Context: an optimization exercise on an open-source flow, tuned for small area. The choices shown serve that exercise and are no tape-out recipe.
Function was checked by simulation only, so behaviour that the tests miss may differ from the original.
No activity file was given, so power comes from the tool's default toggle rates.

===== flow/run.sh =====
#!/bin/bash
# synth_recipe.tcl (not shown) runs the flow's synth.tcl, then flattens the netlist and writes it again
# the make line also repeats each setting of config.mk as NAME=value (left out here)
make -C /OpenROAD-flow-scripts/flow DESIGN_CONFIG=/design/flow/config.mk WORK_HOME=/design/flow/orfs CLKGATE_MAP_FILE= SYNTH_SCRIPT=/design/flow/synth_recipe.tcl finish

===== flow/design.v =====
module Bin_to_Display #(parameter INLEN = 4)(
	input [INLEN-1:0] b_num,
	output reg [6:0] seg
);
	always @(*) begin
		case (b_num)
			4'd0: seg = 7'b1000000;
			4'd1: seg = 7'b1111001;
			4'd2: seg = 7'b0100100;
			4'd3: seg = 7'b0110000;
			4'd4: seg = 7'b0011001;
			4'd5: seg = 7'b0010010;
			4'd6: seg = 7'b0000010;
			4'd7: seg = 7'b1111000;
			4'd8: seg = 7'b0000000;
			4'd9: seg = 7'b0010000;
			default: seg = 7'b1111111;
		endcase
	end
endmodule
module ServoController (
	input clk,
	input reset,
	input gate_trigger,
	output pwm,
	output reg done_moving
);
	reg [9:0] counter;
	reg [6:0] current_threshold;
	reg [15:0] step_timer;
	assign pwm = (counter < current_threshold);
	always @(posedge clk or negedge reset) begin
		if (!reset) begin
			counter <= 0;
			current_threshold <= 7'd50;
			step_timer <= 0;
			done_moving <= 1'b0;
		end else begin
		if (counter == 10'd1000)
			counter <= 0;
		else
			counter <= counter + 1;
		if ((gate_trigger && current_threshold < 100) || (!gate_trigger && current_threshold > 50)) begin
			done_moving <= 1'b0;
		end
		step_timer <= step_timer + 1;
		if (step_timer >= 16'd1000) begin
			step_timer <= 0;
			if (gate_trigger && current_threshold < 7'd100) begin
				current_threshold <= current_threshold + 1;
				done_moving <= 0;
			end else if (!gate_trigger && current_threshold > 7'd50) begin
				current_threshold <= current_threshold - 1;
				done_moving <= 0;
			end else begin
				done_moving <= 1;
			end
		end
		end
	end
endmodule
module CarParking (
    input clk,
    input InSig,
    input OutSig,
    input reset,
    output [6:0] HEX0,
    output [6:0] HEX1,
	 output [6:0] HEX4,
    output ClosedLight,
    output OpenLight,
    output reg WarningLight,
    output motor
);
    reg [3:0] tens;
    reg [3:0] ones;
    reg [6:0] CarCount;
    parameter IDLE = 1'b0;
    parameter OPEN = 1'b1;
    reg state;
    always @(*) begin
        tens = 0;
        ones = 0;
        if (CarCount >= 30) begin
            tens = 3;
            ones = CarCount - 30;
        end else if (CarCount >= 20) begin
            tens = 2;
            ones = CarCount - 20;
        end else if (CarCount >= 10) begin
            tens = 1;
            ones = CarCount - 10;
        end else begin
            tens = 0;
            ones = CarCount[3:0];
        end
    end
    assign ClosedLight = (CarCount >= 35);
    assign OpenLight   = !ClosedLight;
    Bin_to_Display Display0 (.b_num(ones), .seg(HEX0));
    Bin_to_Display Display1 (.b_num(tens), .seg(HEX1));
	 Bin_to_Display #(.INLEN(1)) Display4 (.b_num(state), .seg(HEX4));
	 wire done_moving;
    reg gate_trigger;
    ServoController Motor1 (
        .clk(clk),
        .reset(reset),
        .gate_trigger(gate_trigger),
        .pwm(motor),
        .done_moving(done_moving)
    );
    reg [9:0] in_db, out_db;
    reg In_Button, Out_Button;
    reg In_Prev, Out_Prev;
    always @(posedge clk or negedge reset) begin
        if (!reset) begin
            in_db <= 0;
            out_db <= 0;
            In_Button <= 0;
            Out_Button <= 0;
        end else begin
            if (!InSig)
                in_db <= (in_db < 10'd1_000) ? in_db + 1 : in_db;
            else
                in_db <= 0;
				if (!OutSig)
                out_db <= (out_db < 10'd1_000) ? out_db + 1 : out_db;
            else
                out_db <= 0;
            In_Button <= (in_db >= 10'd1_000);
				Out_Button <= (out_db >= 10'd1_000);
        end
    end
    reg [14:0] blink_count;
    always @(posedge clk or negedge reset) begin
        if (!reset) begin
            blink_count <= 0;
            WarningLight <= 0;
        end else begin
            blink_count <= blink_count + 1;
            if (blink_count >= 15'd25_000) begin
                blink_count <= 0;
                if (CarCount > 30 && CarCount < 35)
                    WarningLight <= ~WarningLight;
                else
                    WarningLight <= 0;
            end
        end
    end
	 reg [16:0] open_timer;
    always @(posedge clk or negedge reset) begin
        if (!reset) begin
            state <= IDLE;
            CarCount <= 0;
				gate_trigger <= 0;
        end else begin
            case (state)
               IDLE: begin
						gate_trigger <= 0;
						if ((In_Button && !In_Prev && CarCount < 35) || (Out_Button && !Out_Prev && CarCount > 0)) begin
							if (In_Button) CarCount <= CarCount + 1;
							else CarCount <= CarCount - 1;
							gate_trigger <= 1;
							open_timer   <= 0;  
							state        <= OPEN;
						end
					end
                OPEN: begin
						if (open_timer < 100000)    
							open_timer <= open_timer + 1;
						else if (!In_Button && !Out_Button) begin
							gate_trigger <= 0;
							state <= IDLE;
						end
					 end
            endcase
            In_Prev  <= In_Button;
            Out_Prev <= Out_Button;
        end
    end
endmodule

===== flow/constraint.sdc =====
create_clock -name core_clock -period 10.0 [get_ports {clk}]
set_input_delay 2.0000 -clock core_clock [delete_from_list [all_inputs] [get_ports {clk}]]
set_output_delay 2.0000 -clock core_clock [all_outputs]
set_load 0.01 [all_outputs]

===== flow/config.mk =====
export PLATFORM = sky130hd
export DESIGN_NAME = CarParking
export DESIGN_NICKNAME = CarParking
export VERILOG_FILES = /design/flow/design.v
export SDC_FILE = /design/flow/constraint.sdc
export NUM_CORES = 4
export LEC_CHECK = 0
export CAP_MARGIN = 20
export CORE_MARGIN = 2
export CORE_UTILIZATION = 40
export SLEW_MARGIN = 20

==> reports/metrics.cfg, run 1 <==
[grt]
grt_pass1_wl_mm = 17.61
grt_max_degree = 64
grt_use_total_pct = 14.23
grt_pass1_vias = 3908
overflow = 0
antenna_found_initial = 0

[cts]
cts.sinks = 99
cts-buffers-inserted = 9
clk_pin_slew_ns = 0.07
ctsHoldBuffers = 0
post_cts_resized = 0
htreeDepth = 3
clkLatencyLatePin_ns = 0.35
cts_tree = yes
cts-root-buf = clkbuf_16
cts_buffer_depth = 2
cts_setup_buffers = 0

[pwr]
ir_drop_uv = 73.88
p_leak_nw = 2.771
p_comb_share_pct = 17.4
p_int_mw = 0.6988
switching_share_pct = 27.18
power_switching_mw = 0.2608
power.share.sequential_pct = 47.8
power.total_mw = 0.9596
power_frac_clock_pct = 34.8
p_per_area_mw_per_mm2 = 149.7

[setup_path]
crit_arrival_ns = 3.88
crit_type = flip-flop to output port
cp_slowest_cell = clkdlybuf4s50_1
critical_path.startpoint = CarCount[3]
start_kind = flip-flop
crit_required_ns = 8.00
path_cells = inv_1 > ha_1 > or3b_4 > a21oi_4 > inv_2 > o21ai_0 > nand2_1 > xnor2_1 > inv_1 > ha_1 > or3_1 > a22oi_2 > clkdlybuf4s50_1
cpPeakStageDelay_ns = 0.56
reg2reg_from = CarCount[2]
critPathMaxFanout = 13
cp-end-kind = output port

[route]
routedWlPerCell_um = 12.62
remaining_drc_errors = 0
vias = 4038
ant_nets = 0
viasPerCell = 5.124
first_pass_iters = 4
drt_iter0_markers = 241
wirelength_mm = 9.943

[outcome]
status = no timing/DRC/antenna violations

[yosys]
ys.flop_type = dfrtp_1
yosys_warnings = 4
postSynthAreaPerCell_um2 = 9.887
synth_cells = 580
synth_edf_count = 19
synth-seq-area-share_pct = 44.93
yosysTopAreaCell = dfrtp_1
ys_top_cells_by_area = dfrtp_1, edfxtp_1, ha_1
synth.ff_latch_count = 99
synth_area_mm2 = 0.005734
synth_cell_types = 61
synth_top_cell_area_share_pct = 33.60
ys_async_sr_fraction_pct = 80.81

[sta]
clock.fmax_ghz = 0.1699
slew_headroom_pct = 36.22
rsz0062_at_grt = false
worst_slack_ns = 4.116
hold_viol = 0
worstMarginPinSlew_ns = 0.9494
slew_violations = 0
fin_crit_sh_pct = 58.84
setup_violations = 0
final.setup.tns_ns = 0
finalCriticalPeriod_ns = 5.884
skew_ns = 0.01184

[job]
maxCapViolations = 0

[hold_path]
min-delay-start = WarningLight
hold_class = flip-flop to flip-flop

[cells_and_area]
final_area_mm2 = 0.006410
drive_gt1_share_pct = 6.579
diodes = 0
area_growth_pct = 11.78
final_net_count = 646
final_core_util_pct = 46.00

[floorplan]
rows = 43
io_pins = 29
initial_utilization_pct = 41.15
die_y_um = 123.7
core_mm2 = 0.01393
dieArea_mm2 = 0.01531
die_x_um = 123.7

[placed_design]
portBuffers = 24
gp_congestion = 0.8374
dp_slack_ns = 4.491
dp.final_hpwl_mm = 6.850
place_area_mm2 = 0.006122

[critical path: cells and delay by family (launching register included)]
family / cells / cell delay [ns]
fa+ha+maj: 2 / 0.34
xor+xnor: 1 / 0.28
simple gates: 3 / 0.94
flops: 1 / 0.54
compound gates: 3 / 0.52
buf+inv: 4 / 0.90
[flip-flops by register name (all words and copies together) (netlist names)]
signal,count
CarCount,7
In_Button,1
Motor1.counter,10
out_db,10
Out_Button,1
In_Prev,1
gate_trigger,1
Motor1.current_threshold,7
state,1
Out_Prev,1
blink_count,15
WarningLight,1
Motor1.step_timer,16
open_timer,17
in_db,10
[synth_stat cells (3+ instances only)]
library cell  count
mux2i_1           3
o21bai_1          3
ha_1             37
xor2_1           35
nor3_1            9
buf_4             9
and3_1           13
edfxtp_1         19
or3_1             9
dfstp_2           3
nand2_1          43
dfrtp_1          77
nand3_1          21
nand2b_1          3
clkbuf_1          9
o21ai_0          25
nand4_1          16
a21oi_1          21
and2_1           16
o21a_1            3
buf_2             3
inv_1            34
a31oi_1           5
nor4_1            5
nor2b_1           7
a21o_1           10
nor2_1           61
a21boi_0          5
xnor2_1          32
and4_1            3
[per-layer routing]
layer / global-route usage [%] / wire [um]
met5: 0 / 0
met4: 6.960 / 210
met3: 2.335 / 306
met2: 22.22 / 4462
met1: 19.25 / 4964
[area by class of cell]
class	count	area (um2)
Multi-Input combinational cell	430	2922
Sequential cell	99	2576
Clock buffer	11	254.0
Clock inverter	5	33.78
Fill cell	1312	7525
Tap cell	180	225.2
Inverter	35	131.4
Timing Repair Buffer	28	267.8
[layout by cell type (no fill, tap or decap), types with 3 or more instances in the layout]
master           count
nor2_1              61
mux2i_1              3
xor2_1              35
a21o_1              10
xnor2_1             32
nand2b_1             3
nand4_1             16
ha_1                37
o21ai_0             25
buf_4                5
o21a_1               3
a21oi_1             21
and2_1              16
edfxtp_1            19
or3_1                9
nand3_1             21
a31oi_1              5
nor2b_1              7
and3_1              13
dfrtp_1             77
conb_1              10
nand2_1             43
and4_1               3
clkbuf_16           10
dfstp_2              3
inv_1               34
nor4_1               5
o21bai_1             3
nor3_1               9
a21boi_0             4
clkdlybuf4s50_1     23
[final timing paths]
path | end | slack, ns | depth (start not counted)
min in group asynchronous | Motor1.step_timer[3] | 1.53 | 1
hold / removal | WarningLight | 0.47 | 1
max in group asynchronous | blink_count[11] | 7.38 | 2
setup reg to reg | open_timer[6] | 7.37 | 8
hold reg to reg | WarningLight | 0.47 | 1
setup / recovery | HEX0[5] | 4.12 | 13
[stage by stage]
step                      hold WS (ns)  std cells
final                           0.4727        788
after global routing            0.5081        788
after CTS                       0.4795        788
after detailed placement        0.4698        772
after global placement          0.4615        772
after floorplan                 0.4502        588
[power groups by stage]
stage | Combinational (mW) | Sequential, mW | Clock, mW
after floorplan | 0.130 | 0.459 | 0
final | 0.167 | 0.459 | 0.334
after detailed placement | 0.167 | 0.467 | 0
after global routing | 0.193 | 0.462 | 0.358
after global placement | 0.164 | 0.466 | 0
after CTS | 0.170 | 0.459 | 0.347
[cell families after synthesis]
family / count (synthesis) / synth area share [%]
buffers and inverters: 59 / 4.647
and+or+nand+nor: 212 / 18.66
xor gates and xnor gates: 67 / 10.23
other: 2 / 0.1310
muxes: 5 / 0.9164
AOI/OAI and AO/OA: 97 / 11.72
adders and majority gates: 39 / 8.772
DFF: 99 / 44.93
==> inputs of run 2 (changes only) <==
==> flow/design.v (replaced) <==
module Bin_to_Display #(parameter INLEN = 4)(
	input [INLEN-1:0] b_num,
	output reg [6:0] seg
);
	always @(*) begin
		case (b_num)
			4'd0: seg = 7'b1000000;
			4'd1: seg = 7'b1111001;
			4'd2: seg = 7'b0100100;
			4'd3: seg = 7'b0110000;
			4'd4: seg = 7'b0011001;
			4'd5: seg = 7'b0010010;
			4'd6: seg = 7'b0000010;
			4'd7: seg = 7'b1111000;
			4'd8: seg = 7'b0000000;
			4'd9: seg = 7'b0010000;
			default: seg = 7'b1111111;
		endcase
	end
endmodule
module ServoController (
	input clk,
	input reset,
	input gate_trigger,
	output pwm
);
	reg [9:0] counter;
	reg [6:0] current_threshold;
	wire wrap = counter[9] & counter[8] & counter[7] & counter[6] & counter[5] & counter[3];
	assign pwm = !reset || (counter < current_threshold);
	always @(posedge clk)
		counter <= (wrap || !reset) ? 10'd0 : counter + 10'd1;
	always @(posedge clk or negedge reset) begin
		if (!reset) begin
			current_threshold <= 7'd50;
		end else if (wrap) begin
			if (gate_trigger && current_threshold < 7'd100)
				current_threshold <= current_threshold + 7'd1;
			else if (!gate_trigger && current_threshold > 7'd50)
				current_threshold <= current_threshold - 7'd1;
		end
	end
endmodule
module CarParking (
    input clk,
    input InSig,
    input OutSig,
    input reset,
    output [6:0] HEX0,
    output [6:0] HEX1,
    output [6:0] HEX4,
    output ClosedLight,
    output OpenLight,
    output reg WarningLight,
    output motor
);
    reg [3:0] tens;
    reg [3:0] ones;
    reg [6:0] CarCount;
    reg state;
    always @(*) begin
        if (CarCount >= 30) begin
            tens = 3;
            ones = CarCount - 30;
        end else if (CarCount >= 20) begin
            tens = 2;
            ones = CarCount - 20;
        end else if (CarCount >= 10) begin
            tens = 1;
            ones = CarCount - 10;
        end else begin
            tens = 0;
            ones = CarCount[3:0];
        end
    end
    assign ClosedLight = (CarCount >= 35);
    assign OpenLight   = !ClosedLight;
    Bin_to_Display Display0 (.b_num(ones), .seg(HEX0));
    Bin_to_Display Display1 (.b_num(tens), .seg(HEX1));
    Bin_to_Display #(.INLEN(1)) Display4 (.b_num(state), .seg(HEX4));
    ServoController Motor1 (
        .clk(clk),
        .reset(reset),
        .gate_trigger(state),
        .pwm(motor)
    );
    reg [9:0] in_lfsr, out_lfsr;
    reg in_full, out_full;
    reg In_Button, Out_Button;
    reg In_Prev, Out_Prev;
    wire in_clr  = InSig  || !reset;
    wire out_clr = OutSig || !reset;
    always @(posedge clk) begin
        in_lfsr  <= in_clr  ? 10'd0 : {in_lfsr[8:0],  ~(in_lfsr[9]  ^ in_lfsr[6])};
        out_lfsr <= out_clr ? 10'd0 : {out_lfsr[8:0], ~(out_lfsr[9] ^ out_lfsr[6])};
        in_full  <= !in_clr  && (in_full  || in_lfsr  == 10'h2b2);
        out_full <= !out_clr && (out_full || out_lfsr == 10'h2b2);
        In_Button  <= reset && in_full;
        Out_Button <= reset && out_full;
        In_Prev  <= reset && In_Button;
        Out_Prev <= reset && Out_Button;
    end
    reg [14:0] blink_lfsr;
    wire blink_end = (blink_lfsr == 15'h6f73);
    always @(posedge clk)
        blink_lfsr <= (blink_end || !reset) ? 15'd0 :
                      {blink_lfsr[13:0], ~(blink_lfsr[14] ^ blink_lfsr[13])};
    always @(posedge clk or negedge reset) begin
        if (!reset)
            WarningLight <= 0;
        else if (blink_end)
            WarningLight <= (CarCount > 30 && CarCount < 35) ? ~WarningLight : 1'b0;
    end
    reg [16:0] open_lfsr;
    reg timer_seen;
    wire timer_end = timer_seen || (open_lfsr == 17'ha8d7);
    wire accept = !state && ((In_Button && !In_Prev && CarCount < 35) ||
                             (Out_Button && !Out_Prev && CarCount != 0));
    always @(posedge clk) begin
        open_lfsr  <= accept ? 17'd0 : {open_lfsr[15:0], ~(open_lfsr[16] ^ open_lfsr[13])};
        timer_seen <= !accept && timer_end;
    end
    always @(posedge clk or negedge reset) begin
        if (!reset) begin
            state <= 1'b0;
            CarCount <= 0;
        end else begin
            if (accept) begin
                CarCount <= In_Button ? CarCount + 7'd1 : CarCount - 7'd1;
                state <= 1'b1;
            end else if (state && timer_end && !In_Button && !Out_Button)
                state <= 1'b0;
        end
    end
endmodule
==> reports/metrics.cfg, run 2 <==
[yosys]
synth-seq-area-share_pct = 45.00
ys_top_cells_by_area = dfxtp_1, ha_1, dfrtp_1
ys.flop_type = dfxtp_1
synth_edf_count = 0
synth.ff_latch_count = 85
ys_async_sr_fraction_pct = 18.82
synth_area_mm2 = 0.003968
post-synth-top-count-cell = dfxtp_1
synth_cells = 396
netlist_top_cells_count = dfxtp_1, and2_1, nor2_1
yosysTopAreaCell = dfxtp_1
postSynthAreaPerCell_um2 = 10.02
synth_top_cell_area_share_pct = 34.82
yosys_warnings = 4
synth_cell_types = 54

[cts]
cts_setup_buffers = 0
ctsHoldBuffers = 0
cts_tree = yes
cts_buffer_depth = 2
cts-buffers-inserted = 9
htreeDepth = 3
post_cts_resized = 0
cts-root-buf = clkbuf_8
clk_pin_slew_ns = 0.08
cts.sinks = 85
clkLatencyLatePin_ns = 0.35

[route]
routedWlPerCell_um = 11.83
remaining_drc_errors = 0
ant_nets = 0
first_pass_iters = 4
wirelength_mm = 6.567
viasPerCell = 4.739
drt_iter0_markers = 114
vias = 2630

[sta]
finalCriticalPeriod_ns = 5.575
worst_slack_ns = 4.425
clock.fmax_ghz = 0.1794
worstMarginPinSlew_ns = 0.6332
slew_headroom_pct = 57.70
skew_ns = 0.01001
rsz0062_at_grt = false
hold_viol = 0
slew_violations = 0
final.setup.tns_ns = 0
fin_crit_sh_pct = 55.75
whs_ns = 0.4536
setup_violations = 0

[hold_path]
hold_class = flip-flop to flip-flop

[placed_design]
place_area_mm2 = 0.004289
dp.final_hpwl_mm = 4.738
gp_congestion = 0.7941
dp_slack_ns = 4.573
portBuffers = 24
dp_cells = 539

[grt]
grt_pass1_vias = 2564
grt_pass1_wl_mm = 12.03
grt_use_total_pct = 13.56
met3_usage_pct = 3.902
overflow = 0
top_usage_layer = met2
grtUsageMet1_pct = 19.07
grt_util_met2_pct = 19.16
antenna_found_initial = 0
grt_max_degree = 29

[cells_and_area]
top_regs = open_lfsr x17, blink_lfsr x15
drive_gt1_share_pct = 7.583
instances_no_fill = 555
largest_register_ff_count = 17
area_growth_pct = 13.78
final_net_count = 451
layout_commonest_cell = dfxtp_1
diodes = 0
layout_common_cells = dfxtp_1, and2_1, nor2_1
largest-register = open_lfsr
final_area_mm2 = 0.004514
final_core_util_pct = 46.62

[setup_path]
crit_arrival_ns = 3.58
cp-end-kind = output port
crit_required_ns = 8.00
start_kind = flip-flop
critPathMaxFanout = 9
crit_type = flip-flop to output port

[pwr]
ir_drop_uv = 96.37
p_leak_nw = 1.912
p_per_area_mw_per_mm2 = 170.0
power.total_mw = 0.7672

[job]
maxCapViolations = 0

[floorplan]
io_pins = 29
initial_utilization_pct = 40.97
die_y_um = 103.6
core_mm2 = 0.009684
dieArea_mm2 = 0.01073
rows = 36
die_x_um = 103.6

[outcome]
status = no timing/DRC/antenna violations

-- run 2: per-layer routing --
metal / part of all wire, % / up-vias
li1: - / 1368
met1: 54 / 1216
met2: 40 / 36
met3: 3.6 / 10
met4: 2.0 / 0
met5: 0 / -
-- run 2: area by class of cell --
class	count	area, um2
flip-flops and latches	85	1785
clock inverters	7	96.34
repair buffers	25	247.7
well taps	133	166.4
multi-input cells	277	2023
clock buffers	9	123.9
inverters	19	71.32
fillers	924	5170
-- run 2: final timing paths --
kind,startpoint,to,slack (ns),depth (start not counted)
setup / recovery,CarCount[1],HEX0[5],4.42,11
hold / removal,blink_lfsr[2],blink_lfsr[3],0.45,1
setup reg to reg,Motor1.current_threshold[3],Motor1.current_threshold[6],7.39,9
hold reg to reg,blink_lfsr[2],blink_lfsr[3],0.45,1
max in group asynchronous,reset,Motor1.current_threshold[5],7.70,2
min in group asynchronous,reset,CarCount[6],2.01,2
-- run 2: kinds of logic after synthesis --
kind of cell | Yosys count | share of synthesized area (%)
buffers and inverters | 36 | 4.383
AOI/OAI and AO/OA | 53 | 9.492
DFF | 85 | 45.00
muxes | 16 | 4.194
and+or+nand+nor | 149 | 21.19
xor gates and xnor gates | 25 | 5.708
adders and majority gates | 30 | 9.839
other | 2 | 0.1893
-- run 2: worst max-delay path, cell delays in order (launching register included) --
cell,delay [ns]
dfrtp_1,0.53
ha_1,0.31
a311oi_2,0.55
o21ai_1,0.18
o22ai_1,0.32
xnor2_2,0.20
inv_2,0.10
ha_1,0.21
inv_1,0.05
mux2i_1,0.06
a21oi_1,0.17
clkdlybuf4s50_1,0.55
-- run 2: power breakdown --
part / internal (mW) / leakage [nW] / total (mW) / switching, mW
combinational: 0.0754 / 1.03 / 0.144 / 0.0684
sequential: 0.351 / 0.771 / 0.361 / 0.0102
clock: 0.142 / 0.111 / 0.262 / 0.120
total: 0.568 / 1.91 / 0.767 / 0.199
==> inputs of run 3 (changes only) <==
--- a/flow/design.v
+++ b/flow/design.v
@@ -27,17 +27,19 @@
 	reg [9:0] counter;
 	reg [6:0] current_threshold;
 	wire wrap = counter[9] & counter[8] & counter[7] & counter[6] & counter[5] & counter[3];
-	assign pwm = !reset || (counter < current_threshold);
-	always @(posedge clk)
-		counter <= (wrap || !reset) ? 10'd0 : counter + 10'd1;
+	assign pwm = (counter < current_threshold);
 	always @(posedge clk or negedge reset) begin
 		if (!reset) begin
+			counter <= 0;
 			current_threshold <= 7'd50;
-		end else if (wrap) begin
-			if (gate_trigger && current_threshold < 7'd100)
-				current_threshold <= current_threshold + 7'd1;
-			else if (!gate_trigger && current_threshold > 7'd50)
-				current_threshold <= current_threshold - 7'd1;
+		end else begin
+			counter <= wrap ? 10'd0 : counter + 10'd1;
+			if (wrap) begin
+				if (gate_trigger && current_threshold < 7'd100)
+					current_threshold <= current_threshold + 7'd1;
+				else if (!gate_trigger && current_threshold > 7'd50)
+					current_threshold <= current_threshold - 7'd1;
+			end
 		end
 	end
 endmodule
@@ -84,42 +86,48 @@
         .gate_trigger(state),
         .pwm(motor)
     );
-    reg [9:0] in_lfsr, out_lfsr;
-    reg in_full, out_full;
+    reg [9:0] in_db, out_db;
     reg In_Button, Out_Button;
     reg In_Prev, Out_Prev;
-    wire in_clr  = InSig  || !reset;
-    wire out_clr = OutSig || !reset;
-    always @(posedge clk) begin
-        in_lfsr  <= in_clr  ? 10'd0 : {in_lfsr[8:0],  ~(in_lfsr[9]  ^ in_lfsr[6])};
-        out_lfsr <= out_clr ? 10'd0 : {out_lfsr[8:0], ~(out_lfsr[9] ^ out_lfsr[6])};
-        in_full  <= !in_clr  && (in_full  || in_lfsr  == 10'h2b2);
-        out_full <= !out_clr && (out_full || out_lfsr == 10'h2b2);
-        In_Button  <= reset && in_full;
-        Out_Button <= reset && out_full;
-        In_Prev  <= reset && In_Button;
-        Out_Prev <= reset && Out_Button;
+    wire in_full  = in_db[9] & in_db[8] & in_db[7] & in_db[6] & in_db[5] & in_db[3];
+    wire out_full = out_db[9] & out_db[8] & out_db[7] & out_db[6] & out_db[5] & out_db[3];
+    always @(posedge clk or negedge reset) begin
+        if (!reset) begin
+            in_db <= 0;
+            out_db <= 0;
+            In_Button <= 0;
+            Out_Button <= 0;
+            In_Prev <= 0;
+            Out_Prev <= 0;
+        end else begin
+            in_db  <= InSig  ? 10'd0 : in_db + {9'd0, !in_full};
+            out_db <= OutSig ? 10'd0 : out_db + {9'd0, !out_full};
+            In_Button  <= in_full;
+            Out_Button <= out_full;
+            In_Prev  <= In_Button;
+            Out_Prev <= Out_Button;
+        end
     end
-    reg [14:0] blink_lfsr;
-    wire blink_end = (blink_lfsr == 15'h6f73);
-    always @(posedge clk)
-        blink_lfsr <= (blink_end || !reset) ? 15'd0 :
-                      {blink_lfsr[13:0], ~(blink_lfsr[14] ^ blink_lfsr[13])};
+    reg [14:0] blink_count;
+    wire blink_end = blink_count[14] & blink_count[13] & blink_count[8] &
+                     blink_count[7] & blink_count[5] & blink_count[3];
     always @(posedge clk or negedge reset) begin
-        if (!reset)
+        if (!reset) begin
+            blink_count <= 0;
             WarningLight <= 0;
-        else if (blink_end)
-            WarningLight <= (CarCount > 30 && CarCount < 35) ? ~WarningLight : 1'b0;
+        end else begin
+            blink_count <= blink_end ? 15'd0 : blink_count + 15'd1;
+            if (blink_end)
+                WarningLight <= (CarCount > 30 && CarCount < 35) ? ~WarningLight : 1'b0;
+        end
     end
-    reg [16:0] open_lfsr;
-    reg timer_seen;
-    wire timer_end = timer_seen || (open_lfsr == 17'ha8d7);
+    reg [16:0] open_timer;
+    wire timer_end = open_timer[16] & open_timer[15] & open_timer[10] &
+                     open_timer[9] & open_timer[7] & open_timer[5];
     wire accept = !state && ((In_Button && !In_Prev && CarCount < 35) ||
                              (Out_Button && !Out_Prev && CarCount != 0));
-    always @(posedge clk) begin
-        open_lfsr  <= accept ? 17'd0 : {open_lfsr[15:0], ~(open_lfsr[16] ^ open_lfsr[13])};
-        timer_seen <= !accept && timer_end;
-    end
+    always @(posedge clk)
+        open_timer <= accept ? 17'd0 : open_timer + {16'd0, !timer_end};
     always @(posedge clk or negedge reset) begin
         if (!reset) begin
             state <= 1'b0;
==> reports/metrics.cfg, run 3 <==
[sta]
setup_violations = 0
finalCriticalPeriod_ns = 5.423
whs_ns = 0.4153
rsz0062_at_grt = false
final.setup.tns_ns = 0
slew_violations = 0
fin_crit_sh_pct = 54.23
hold_viol = 0
skew_ns = 0.006145
worstMarginPinSlew_ns = 1.025
slew_headroom_pct = 31.44
clock.fmax_ghz = 0.1844

[setup_path]
cp-end-kind = output port
r2r_end = Motor1.current_threshold[6]
cpPeakStageDelay_ns = 0.55
start_kind = flip-flop
crit_arrival_ns = 3.42
reg2reg_from = Motor1.current_threshold[2]
r2r_cells = 9
path_cells = inv_1 > ha_1 > nor3b_4 > nor3_2 > o22ai_1 > xnor2_1 > inv_1 > ha_1 > mux2_4 > a22oi_2 > clkdlybuf4s50_1
worstSetupEndpoint = HEX0[4]
cp_slowest_cell = clkdlybuf4s50_1
crit_type = flip-flop to output port
rrSetupSlack_ns = 7.40
crit_required_ns = 8.00
critPathMaxFanout = 8
critical_path.startpoint = CarCount[3]

[route]
ant_nets = 0
first_pass_iters = 4
drt_iter0_markers = 154
remaining_drc_errors = 0
wirelength_mm = 8.440
routedWlPerCell_um = 12.69
vias = 3436
viasPerCell = 5.167

[cts]
htreeDepth = 3
cts_setup_buffers = 0
cts.sinks = 82
cts_tree = yes
ctsHoldBuffers = 0
cts_buffer_depth = 2
cts-buffers-inserted = 9
clk_pin_slew_ns = 0.06
clkLatencyLatePin_ns = 0.34
post_cts_resized = 0
cts-root-buf = clkbuf_16

[pwr]
switching_share_pct = 21.32
p_leak_nw = 2.384
power.total_mw = 0.6748
p_comb_share_pct = 2.1
power.share.sequential_pct = 49.7
ir_drop_uv = 83.85
p_per_area_mw_per_mm2 = 127.5
power_frac_clock_pct = 48.2
power_switching_mw = 0.1439
p_int_mw = 0.5309

[floorplan]
dieArea_mm2 = 0.01267
die_x_um = 112.6
rows = 39
core_mm2 = 0.01147
initial_utilization_pct = 41.10
io_pins = 29
die_y_um = 112.6

[yosys]
yosysTopAreaCell = dfrtp_1
synth-seq-area-share_pct = 41.81
postSynthAreaPerCell_um2 = 9.408
synth_edf_count = 0
ys.flop_type = dfrtp_1
synth_area_mm2 = 0.004713
synth_top_cell_area_share_pct = 32.92
synth.ff_latch_count = 82
netlist_top_cells_count = nor2_1, dfrtp_1, ha_1
yosys_warnings = 4
synth_cell_types = 56
ys_async_sr_fraction_pct = 79.27
post-synth-top-count-cell = nor2_1
ys_top_cells_by_area = dfrtp_1, ha_1, dfxtp_1
synth_cells = 501

[cells_and_area]
fillers = 1049
top_regs = open_timer x17, blink_count x15
largest-register = open_timer
final_net_count = 557
layout_commonest_cell = nor2_1
layout_common_cells = nor2_1, dfrtp_1, ha_1
seqCellArea_mm2 = 0.001971
final_area_mm2 = 0.005291
largest_register_ff_count = 17
multi_input_area_mm2 = 0.002514
diodes = 0
drive_gt1_share_pct = 7.088
area_growth_pct = 12.26

[hold_path]
hold_depth = 0
hold_class = flip-flop to flip-flop

[grt]
grt_pass1_vias = 3365
grt_pass1_wl_mm = 14.92
grt_use_total_pct = 14.33
antenna_found_initial = 0
overflow = 0
grt_max_degree = 66

[placed_design]
dp.final_hpwl_mm = 5.922
gp_congestion = 0.8315
place_area_mm2 = 0.004996
portBuffers = 24

[outcome]
status = no timing/DRC/antenna violations

[job]
maxCapViolations = 0

## run 3: power groups by stage
stage	combinational, mW	sequential [mW]	clock [mW]
final	0.0140	0.335	0.325
after global routing	0.0167	0.335	0.348
after CTS	0.0146	0.335	0.336
after detailed placement	0.0146	0.342	0
after global placement	0.0141	0.342	0
after floorplan	0.00773	0.341	0
## run 3: per-stage QoR
step | worst slack [ns] | util (%) | instances
2_1_floorplan | 5.748 | - | 503
3_3_place_gp | 5.030 | 43.57 | 649
3_5_place_dp | 4.925 | 43.57 | 649
4_1_cts | 4.551 | 46.14 | 665
5_1_grt | 4.311 | 46.14 | 665
6_report | 4.577 | 46.14 | 665
## run 3: worst min path at each step
stage / start / end / slack, ns
2_1_floorplan: Out_Button / Out_Prev / 0.37
3_3_place_gp: Out_Button / Out_Prev / 0.39
3_5_place_dp: Out_Button / Out_Prev / 0.40
4_1_cts: Out_Button / Out_Prev / 0.42
5_1_grt: Out_Button / Out_Prev / 0.43
6_report: Out_Button / Out_Prev / 0.42
## run 3: final cells by class
cell class,count,area share [%]
multi-input combinational,375,47.51
sequential,82,37.24
timing repair buffer,25,4.587
clock buffer,9,4.256
tap,143,3.381
inverter,24,1.703
clock inverter,7,1.324
## run 3: critical path: cells and delay by family (launching register included)
| kind | cells | cell delay, ns |
|---|---|---|
| AND/OR/NAND/NOR | 2 | 0.36 |
| multiplexers | 1 | 0.27 |
| flip-flops | 1 | 0.49 |
| XOR/XNOR | 1 | 0.35 |
| adder cells (fa/ha/maj) | 2 | 0.45 |
| AO/OA/AOI/OAI | 2 | 0.26 |
| buffers and inverters | 3 | 0.91 |
## run 3: layer usage
| layer | wire [um] | GRT usage (%) |
|---|---|---|
| met5 | 0 | 0 |
| met2 | 3793 | 22.99 |
| met1 | 4203 | 18.89 |
| met3 | 292 | 3.186 |
| met4 | 150 | 5.610 |
## run 3: logic make-up after synthesis
kind of cell / count (synthesis) / synth area share (%)
simple gates: 199 / 21.02
flops: 82 / 41.81
compound gates: 71 / 9.530
xor+xnor: 54 / 10.03
buf+inv: 46 / 5.017
fa+ha+maj: 36 / 9.875
mux: 11 / 2.548
other cells: 2 / 0.1593

afterwards: timing with drivers on the ports:
How much do the figures lean on ideal ports? The routed layouts below were timed once more, with nothing changed but the port constraints.
Step 1 (the two cells are an assumption about what drives the block):
set clk [get_ports {clk}]
set_driving_cell -lib_cell sky130_fd_sc_hd__clkbuf_16 $clk
set_driving_cell -lib_cell sky130_fd_sc_hd__buf_2 [delete_from_list [all_inputs] $clk]
Step 2, shift: input delay + t, output delay - t, t = (earliest + latest rising clock arrival at the registers) / 2. This alone moves slack from input paths to output paths.
Slacks: ideal ports / drivers / drivers and shift; pairs: ideal ports / drivers.
| run | t, ns | setup slack, ns | worst setup path at the end | worst slew at a driven data input, ns | cell pins on the clock port's net |
|---|---|---|---|---|---|
| run 1 | 0.380 | 4.116 / 4.076 / 4.455 | register to output | 0.03 | 1 |
| run 2 | 0.377 | 4.425 / 4.395 / 4.587 | input to output | 0.03 | 1 |
| run 3 | 0.370 | 4.577 / 4.539 / 4.910 | register to output | 0.03 | 1 |
After both steps setup and hold are still met in every run listed.
